What follows belongs to an exercise in optimizing a design on an open flow for small area and a short achievable clock period; a production flow would make more cautious choices.
Power and IR drop assume default switching activity.

red:
## Radix_2_div
module Radix_2_div #(
parameter[3:0]	DSIZE	= 15,
parameter[3:0]	PSIZE	= 15
)(
	input				clock,
	input				rst,
	input [DSIZE-1:0]	divisor,
	input [DSIZE-1:0]	dividend,
	output[PSIZE-1:0]	quotient,
	output[3:0]			quoexp
);
==> module Radix_2_div, before the edit <==
module Radix_2_div #(
parameter[3:0]	DSIZE	= 15,
parameter[3:0]	PSIZE	= 15
)(
	input				clock,
	input				rst,
	input [DSIZE-1:0]	divisor,
	input [DSIZE-1:0]	dividend,
	output[PSIZE-1:0]	quotient,
	output[3:0]			quoexp
);
localparam [15:0] FOLD = 16'b0010_0100_1001_0000;
function integer pend;	 
	input integer t;
	integer k;
	begin
		pend = 1;
		for (k = 2; k <= t; k = k + 1)
			pend = FOLD[k] ? 1 : pend + 1;
	end
endfunction
function [14:0] srt_step;
	input [14:0] z;
	input pos, neg;
	input [13:0] d;
	reg [14:0] dx, x, g, p;
	reg [15:0] G, P, Gn, Pn;	 
	integer i, l;
	begin
		dx = {1'b1, d};
		x = z ^ dx;
		for (i = 0; i < 15; i = i + 1) begin
			g[i] = z[i] & (pos ? ~dx[i] : neg & dx[i]);
			p[i] = pos ? ~x[i] : (neg ? x[i] : z[i]);
		end
		G = {g, pos};
		P = {p, 1'b0};
		for (l = 1; l < 16; l = l * 2) begin
			Gn = G; Pn = P;
			for (i = 0; i < 16; i = i + 1)
				if (i & l) begin
					Gn[i] = G[i] | (P[i] & G[(i & ~(l-1)) - 1]);
					Pn[i] = P[i] & P[(i & ~(l-1)) - 1];
				end
			G = Gn; P = Pn;
		end
		srt_step = p ^ G[14:0];
	end
endfunction
reg	[14:0]	n1, d1;
always @(posedge clock) begin
	n1	<= dividend;
	d1	<= divisor;
end
wire [15:0]	y0 = {d1, 1'b0};
wire		s3 = ~|y0[15:8];
wire [15:0]	y1 = s3 ? {y0[7:0], 8'b0} : y0;
wire		s2 = ~|y1[15:12];
wire [15:0]	y2 = s2 ? {y1[11:0], 4'b0} : y1;
wire		s1 = ~|y2[15:14];
wire [15:0]	y3 = s1 ? {y2[13:0], 2'b0} : y2;
wire		s0 = ~y3[15];
wire [15:0]	y4 = s0 ? {y3[14:0], 1'b0} : y3;
reg	[14*15-1:0]	Zf;	 
reg	[14:0]		Pf, Nf;	 
reg	[14*14-1:0]	Df;	 
reg	[15*4-1:0]	Ef;	 
reg	[15*15-1:0]	Bf;	 
reg	[15*15-1:0]	Lf;	 
always @(posedge clock) begin
	Zf[0 +: 15]	<= n1;
	Pf[0]		<= n1[14];
	Nf[0]		<= 1'b0;
	Df[0 +: 14]	<= y4[14:1];
	Ef[0 +: 4]	<= {s3, s2, s1, s0};
end
genvar t;
generate
for (t = 1; t <= 14; t = t + 1) begin: STEP
	wire [14:0]	Z	= (t == 1) ? Zf[0 +: 15] : {Zf[(t-1)*15 +: 14], 1'b0};
	wire		pos	= Pf[t-1];
	wire		neg	= Nf[t-1];
	wire [14:0]	S	= srt_step(Z, pos, neg, Df[(t-1)*14 +: 14]);
	always @(posedge clock) begin
		Ef[t*4 +: 4]	<= Ef[(t-1)*4 +: 4];
		Pf[t]			<= ~S[14] &  S[13];
		Nf[t]			<=  S[14] & ~S[13];
	end
	if (t < 14) begin: KEEPZ
		always @(posedge clock) begin
			Zf[t*15 +: 14]	<= S[13:0];
			Df[t*14 +: 14]	<= Df[(t-1)*14 +: 14];
		end
	end else begin: LASTZ
	end
	if (t == 1) begin: QFIRST
		always @(posedge clock) begin
			Bf[15 +: 1]	<= pos | neg;
			Lf[15 +: 1]	<= neg;
		end
	end else if (FOLD[t]) begin: QFOLD
		localparam integer P = pend(t-1);
		wire [t-2:0]	Bp	= Bf[(t-1)*15 +: t-1];
		wire [P-1:0]	Lp	= Lf[(t-1)*15 +: P];
		wire [t-2:0]	Bn	= Bp - {Lp, 1'b0};
		always @(posedge clock) begin
			Bf[t*15 +: t]	<= {Bn, pos | neg};
			Lf[t*15 +: 1]	<= neg;
		end
	end else begin: QSHIFT
		localparam integer P = pend(t-1);
		always @(posedge clock) begin
			Bf[t*15 +: t]		<= {Bf[(t-1)*15 +: t-1], pos | neg};
			Lf[t*15 +: P+1]	<= {Lf[(t-1)*15 +: P], neg};
		end
	end
end
endgenerate
localparam integer PL = pend(14);
wire		pos0	= Pf[14];
wire		neg0	= Nf[14];
wire [14:0]	Qfin	= {Bf[14*15 +: 14], pos0 | neg0} - {Lf[14*15 +: PL], neg0, 1'b0};
reg	[4:0]	cnt;
always @(posedge clock, posedge rst) begin
	if (rst)			cnt	<= 5'd0;
	else if (!cnt[4])	cnt	<= cnt + 5'd1;
end
reg	[14:0]	Qu;
reg	[3:0]	exp;
always @(posedge clock, posedge rst) begin
	if (rst) begin
		Qu	<= 15'd0;
		exp	<= 4'd0;
	end else begin
		Qu	<= cnt[4] ? Qfin : 15'd0;
		exp	<= cnt[4] ? Ef[14*4 +: 4] : 4'd0;
	end
end
assign	quotient	= Qu;
assign	quoexp		= exp;
endmodule
export LEC_CHECK = 0
export CAP_MARGIN = 20
export CORE_MARGIN = 2
export CORE_UTILIZATION = 40
export SLEW_MARGIN = 20
create_clock -name core_clock -period 4.0 [get_ports {clock}]
run.sh (not shown) runs the stock make flow with config.mk's settings and CLKGATE_MAP_FILE= SYNTH_SCRIPT=/design/flow/synth_recipe.tcl, a recipe that flattens the netlist after the stock synthesis.
Input changes introduced in green (baseline for comparison: red):
==> flow/design.v, changed modules only <==
module Radix_2_div #(
parameter[3:0]	DSIZE	= 15,
parameter[3:0]	PSIZE	= 15
)(
	input				clock,
	input				rst,
	input [DSIZE-1:0]	divisor,
	input [DSIZE-1:0]	dividend,
	output[PSIZE-1:0]	quotient,
	output[3:0]			quoexp
);
localparam [15:0] FOLD = 16'b0010_0100_1001_0000;
function integer pend;	 
	input integer t;
	integer k;
	begin
		pend = 1;
		for (k = 2; k <= t; k = k + 1)
			pend = FOLD[k] ? 1 : pend + 1;
	end
endfunction
reg	[14:0]	n1, d1;
always @(posedge clock) begin
	n1	<= dividend;
	d1	<= divisor;
end
wire [15:0]	y0 = {d1, 1'b0};
wire		s3 = ~|y0[15:8];
wire [15:0]	y1 = s3 ? {y0[7:0], 8'b0} : y0;
wire		s2 = ~|y1[15:12];
wire [15:0]	y2 = s2 ? {y1[11:0], 4'b0} : y1;
wire		s1 = ~|y2[15:14];
wire [15:0]	y3 = s1 ? {y2[13:0], 2'b0} : y2;
wire		s0 = ~y3[15];
wire [15:0]	y4 = s0 ? {y3[14:0], 1'b0} : y3;
reg	[14*15-1:0]	Zf;	 
reg	[14*14-1:0]	Df;	 
reg	[15*4-1:0]	Ef;	 
reg	[15*15-1:0]	Bf;	 
reg	[15*15-1:0]	Lf;	 
reg	[1:0]		Ztop;	 
always @(posedge clock) begin
	Zf[0 +: 15]	<= n1;
	Df[0 +: 14]	<= y4[14:1];
	Ef[0 +: 4]	<= {s3, s2, s1, s0};
end
genvar t;
generate
for (t = 1; t <= 14; t = t + 1) begin: STEP
	wire [15:0]	Z	= (t == 1) ? {1'b0, Zf[0 +: 15]} : {Zf[(t-1)*15 +: 15], 1'b0};
	wire		pos	= ~Z[15] &  Z[14];
	wire		neg	=  Z[15] & ~Z[14];
	wire [14:0]	Dx	= {1'b1, Df[(t-1)*14 +: 14]};
	wire [14:0]	op	= ({15{pos}} & ~Dx) | ({15{neg}} & Dx);
	wire [14:0]	S	= Z[14:0] + op + {14'b0, pos};
	always @(posedge clock) begin
		Ef[t*4 +: 4]	<= Ef[(t-1)*4 +: 4];
	end
	if (t < 14) begin: KEEPZ
		always @(posedge clock) begin
			Zf[t*15 +: 15]	<= S;
			Df[t*14 +: 14]	<= Df[(t-1)*14 +: 14];
		end
	end else begin: LASTZ
		always @(posedge clock) Ztop <= S[14:13];
	end
	if (t == 1) begin: QFIRST
		always @(posedge clock) begin
			Bf[15 +: 1]	<= pos | neg;
			Lf[15 +: 1]	<= neg;
		end
	end else if (FOLD[t]) begin: QFOLD
		localparam integer P = pend(t-1);
		wire [t-2:0]	Bp	= Bf[(t-1)*15 +: t-1];
		wire [P-1:0]	Lp	= Lf[(t-1)*15 +: P];
		wire [t-2:0]	Bn	= Bp - {Lp, 1'b0};
		always @(posedge clock) begin
			Bf[t*15 +: t]	<= {Bn, pos | neg};
			Lf[t*15 +: 1]	<= neg;
		end
	end else begin: QSHIFT
		localparam integer P = pend(t-1);
		always @(posedge clock) begin
			Bf[t*15 +: t]		<= {Bf[(t-1)*15 +: t-1], pos | neg};
			Lf[t*15 +: P+1]	<= {Lf[(t-1)*15 +: P], neg};
		end
	end
end
endgenerate
localparam integer PL = pend(14);
wire		pos0	= ~Ztop[1] &  Ztop[0];
wire		neg0	=  Ztop[1] & ~Ztop[0];
wire [14:0]	Qfin	= {Bf[14*15 +: 14], pos0 | neg0} - {Lf[14*15 +: PL], neg0, 1'b0};
reg	[4:0]	cnt;
always @(posedge clock, posedge rst) begin
	if (rst)			cnt	<= 5'd0;
	else if (!cnt[4])	cnt	<= cnt + 5'd1;
end
reg	[14:0]	Qu;
reg	[3:0]	exp;
always @(posedge clock, posedge rst) begin
	if (rst) begin
		Qu	<= 15'd0;
		exp	<= 4'd0;
	end else begin
		Qu	<= cnt[4] ? Qfin : 15'd0;
		exp	<= cnt[4] ? Ef[14*4 +: 4] : 4'd0;
	end
end
assign	quotient	= Qu;
assign	quoexp		= exp;
endmodule
- green vs. red: ratio of total power to cell area went up by 12%.
- Cell area after layout, green vs red: down by more than 10%
- Diff red..green | sum of negative setup slack | unchanged
- Compared with red, gate count after technology mapping in green decreased by more than a quarter.
- Dominant kind of cell = multi-input gates: red; dominant kind of cell = sequential cells: green
- Diff red -> green: area added between synthesis and finish moved up; met3 usage higher; sequential area share after synthesis climbed 4.7 points; standard-cell row count decreased 5.1%; post-synthesis share of cell area spent on and, or, nand and nor gates went down.
- Of green and red, it is green that has the lower multi-input combinational area share.
- Summary of green over red: total standard cell area after synthesis lost 11%; power of the sequential group decreased about 10%.
No functional check of the RTL was part of any run of this note.

-- port drivers added, routing unchanged --
The results above use ideal ports. As a check the final layouts listed here were re-extracted and re-timed, cells and wires unchanged. Step 1 assumes that a clkbuf_16 drives the clock port and a buf_2 every other input. Step 2, shift: input delay + t, output delay - t, t = (earliest + latest rising clock arrival at the registers) / 2. This alone moves slack from input paths to output paths. Three values: ideal, step 1, step 2; two values: the first two.
run	shift t [ns]	setup slack, ns	worst hold slack (ns)	slew at the worst register clock pin (ns)	pins driven straight from the clock port
red	0.657	0.499 / 0.499 / 0.499	0.323 / 0.323 / 0.323	0.06 / 0.06	1
green	0.643	0.775 / 0.775 / 0.775	0.305 / 0.305 / 0.305	0.07 / 0.07	1
After both steps every run listed still meets setup and hold.
